Context: an optimization exercise on an open-source flow, tuned for small area and a short achievable clock period. The choices shown serve that exercise and are no tape-out recipe.
RTL that was checked went through simulation tests only; none was proved equivalent to the original.
Power is estimated from default activity; no workload was simulated.

== v33 ==
## UART_TRANSMITTER
module UART_TRANSMITTER(
    input clock_i,
    input reset_n_i,
    input [7:0] data_i,
    input data_write_i,
    input [5:0] data_buffer_full_tresh_i,
    input [1:0] baudrate_select_i,
    output data_buffer_full_o,
    output uart_tx_o
    );
For scale: ~570 cells after synthesis, about 290 flip-flops.
clock: 4.6 ns
lec_check: 0
cap_margin: 20
core_margin: 2
core_utilization: 60
cts_buf_list: sky130_fd_sc_hd__clkbuf_16
cts_cluster_diameter: 65
cts_cluster_size: 28
setup_slack_margin: 2.3
slew_margin: 20
synth_hierarchical: 1
standard.sh (not shown) runs the stock make flow with config.mk's settings and CLKGATE_MAP_FILE= SYNTH_SCRIPT=/design/flow/synth_recipe.tcl, a recipe that flattens the netlist after the stock synthesis.
==> flow/flow/run.sh <==
#!/bin/bash
# The standard layout, with plain buf_2 cells as the port buffers and
# timing repair free to resize cells across footprints.
set -o pipefail
bash standard.sh "BUFFER_PORTS_ARGS=-buffer_cell sky130_fd_sc_hd__buf_2" MATCH_CELL_FOOTPRINT=0 finish > standard_flow.log 2>&1
Input changes introduced in v5 (baseline for comparison: v33):
- a change of CORE_UTILIZATION from 60 to 75
## What came out
v5 ended up with sky130_fd_sc_hd__o21ai_1 as its slowest cell on the critical path; v33 ended up with sky130_fd_sc_hd__a21oi_2.
Post-layout minimum cycle time: v5 > v33
Summary of v5 over v33: share of the cycle needed by the critical path after routing shows an increase of 1.4 points; global-route track usage on met2 now sits higher; wire length of the first global-routing pass now larger.
For v42, these inputs were changed with respect to v5:
- changing CTS_CLUSTER_SIZE from 28 to 24
- changing SETUP_SLACK_MARGIN from 2.3 to 2.6
- changing CTS_CLUSTER_DIAMETER from 65 to 60
- changing CTS_BUF_LIST from sky130_fd_sc_hd__clkbuf_16 to sky130_fd_sc_hd__clkbuf_8 sky130_fd_sc_hd__clkbuf_16
- changing CORE_UTILIZATION from 75 to 60
Notes after the runs:
As of v42, wire length on met3 had fallen slightly compared to v5.
When the final numbers for v5 and v42 were put side by side, the portion of the clock cycle consumed by the worst path in the final layout turned out to be greater in v5.
v5 → v42: highest clock rate +about 2.8%; initial antenna violation count +1; fraction of the core area covered by cells at the end of the flow -8.2 points; area added between synthesis and finish +14 points.
The final reports for v42 and v5 show global-route usage lower in the former.
## Diff of input files: v7 against v42
- SETUP_SLACK_MARGIN now 2.3, was 2.6
==> flow/run.sh (new file) <==
#!/bin/bash
# synth_recipe.tcl (not shown) runs the flow's synth.tcl, then flattens the netlist and writes it again
# the make line also repeats each setting of config.mk as NAME=value (left out here)
make -C /OpenROAD-flow-scripts/flow DESIGN_CONFIG=/design/flow/config.mk WORK_HOME=/design/flow/orfs CLKGATE_MAP_FILE= SYNTH_SCRIPT=/design/flow/synth_recipe.tcl finish
removed: flow/flow/run.sh
removed: flow/standard.sh
Delta (v7 minus v42): combinational power now sits lower, top achievable clock speed decreased 1.0%, arrival time reported for the critical path endpoint went up 30 ps, via count -5.3%, total power now smaller. Final HPWL from detailed placement improves in v7 relative to v42. Diff v42 -> v7 | wire length | decrease of 2900 um. The average vias per placed instance of v7 is higher than that of v42. Reported for v42 and v7, initial cell density of the core turned out identical to the last digit. v7: time the final worst path needs with I/O delays and setup 27 ps above v42.

---

== 12-10 ==
UART_TRANSMITTER, a different RTL version from the one above (not shown whole).
Size: ~610 cells after synthesis, about 280 flip-flops, about 11000 um^2 of cells after synthesis.
clock: 4.6 ns
lec_check: 0
cap_margin: 20
core_margin: 2
core_utilization: 60
cts_buf_list: sky130_fd_sc_hd__clkbuf_4 sky130_fd_sc_hd__clkbuf_8
setup_slack_margin: 1.6
slew_margin: 20
synth_hierarchical: 1
tns_end_percent: 20
run.sh (not shown) runs the stock make flow with config.mk's settings and CLKGATE_MAP_FILE= SYNTH_SCRIPT=/design/flow/synth_recipe.tcl, a recipe that flattens the netlist after the stock synthesis.
Stock flow here: none of the scripts above is used.
12-10 went all the way through the flow, and no timing, DRC or antenna check failed.
### 12-10 -> 02-05
# 12-10
export LEC_CHECK = 0
export CAP_MARGIN = 20
export CORE_MARGIN = 2
export CORE_UTILIZATION = 60
export CTS_BUF_LIST = sky130_fd_sc_hd__clkbuf_4 sky130_fd_sc_hd__clkbuf_8
export SETUP_SLACK_MARGIN = 1.6
export SLEW_MARGIN = 20
export SYNTH_HIERARCHICAL = 1
export TNS_END_PERCENT = 20
create_clock -name core_clock -period 4.6 [get_ports {clock_i}]
# 02-05
export LEC_CHECK = 0
export CAP_MARGIN = 20
export CORE_MARGIN = 2
export CORE_UTILIZATION = 60
export CTS_BUF_LIST = sky130_fd_sc_hd__clkbuf_4 sky130_fd_sc_hd__clkbuf_8
export SETUP_SLACK_MARGIN = 2.0
export SLEW_MARGIN = 20
export SYNTH_HIERARCHICAL = 1
export TNS_END_PERCENT = 20
create_clock -name core_clock -period 4.6 [get_ports {clock_i}]
[summary]
02-05: all stages complete, timing, DRC and antenna checks passed. Clock skew delta (12-10 -> 02-05): insignificant. Compared with 12-10, in 02-05 share of the final layout cell area in sequential cells fell 0.24 points, wire length of the first global-routing pass rose 0.35%, largest vdd supply drop about even. 02-05 consumes more power than 12-10 does. 02-05 vs 12-10: final layout net count up in 02-05. Final critical delay including setup and external delays, 02-05 and 12-10: smaller value in 02-05. 02-05 reports its critical path launch point as data_buffer_full_tresh_i[4] while 12-10 reports baudrate_select_i[0].
Function was not checked in any run of this note: the RTL went through the layout flow alone.

==> afterwards: timing with drivers on the ports <==
Ports are ideal in the flow. The routed layouts listed here were re-timed in OpenROAD. Step 1 (the two cells are an assumption about what drives the block):
set clk [get_ports {clock_i}]
set_driving_cell -lib_cell sky130_fd_sc_hd__clkbuf_16 $clk
set_driving_cell -lib_cell sky130_fd_sc_hd__buf_2 [delete_from_list [all_inputs] $clk]
Step 2 adds t to the input delays and takes it off the output delays; t is the mean of the earliest and latest rising clock arrival at the registers after step 1. Input paths then give back, and output paths get back, about the clock's delay inside the block. Three values: no drivers, after step 1, after step 2; two values: the first two.
run | t, ns | slack for setup (ns) | worst slew at a driven data input, ns
v33 | 0.531 | 2.032 / 1.994 / 1.873 | 0.05
v5 | 0.526 | 1.967 / 1.936 / 1.770 | 0.05
v42 | 0.540 | 2.040 / 2.008 / 1.843 | 0.04
v7 | 0.540 | 2.013 / 1.990 / 1.844 | 0.04
12-10 | 0.573 | 1.687 / 1.655 / 1.134 | 0.04
02-05 | 0.571 | 1.882 / 1.857 / 1.414 | 0.04
After both steps every run listed still meets setup and hold. For 12-10, which loses most, drivers alone change the setup slack by -0.032 ns; drivers and shift together by -0.553 ns.
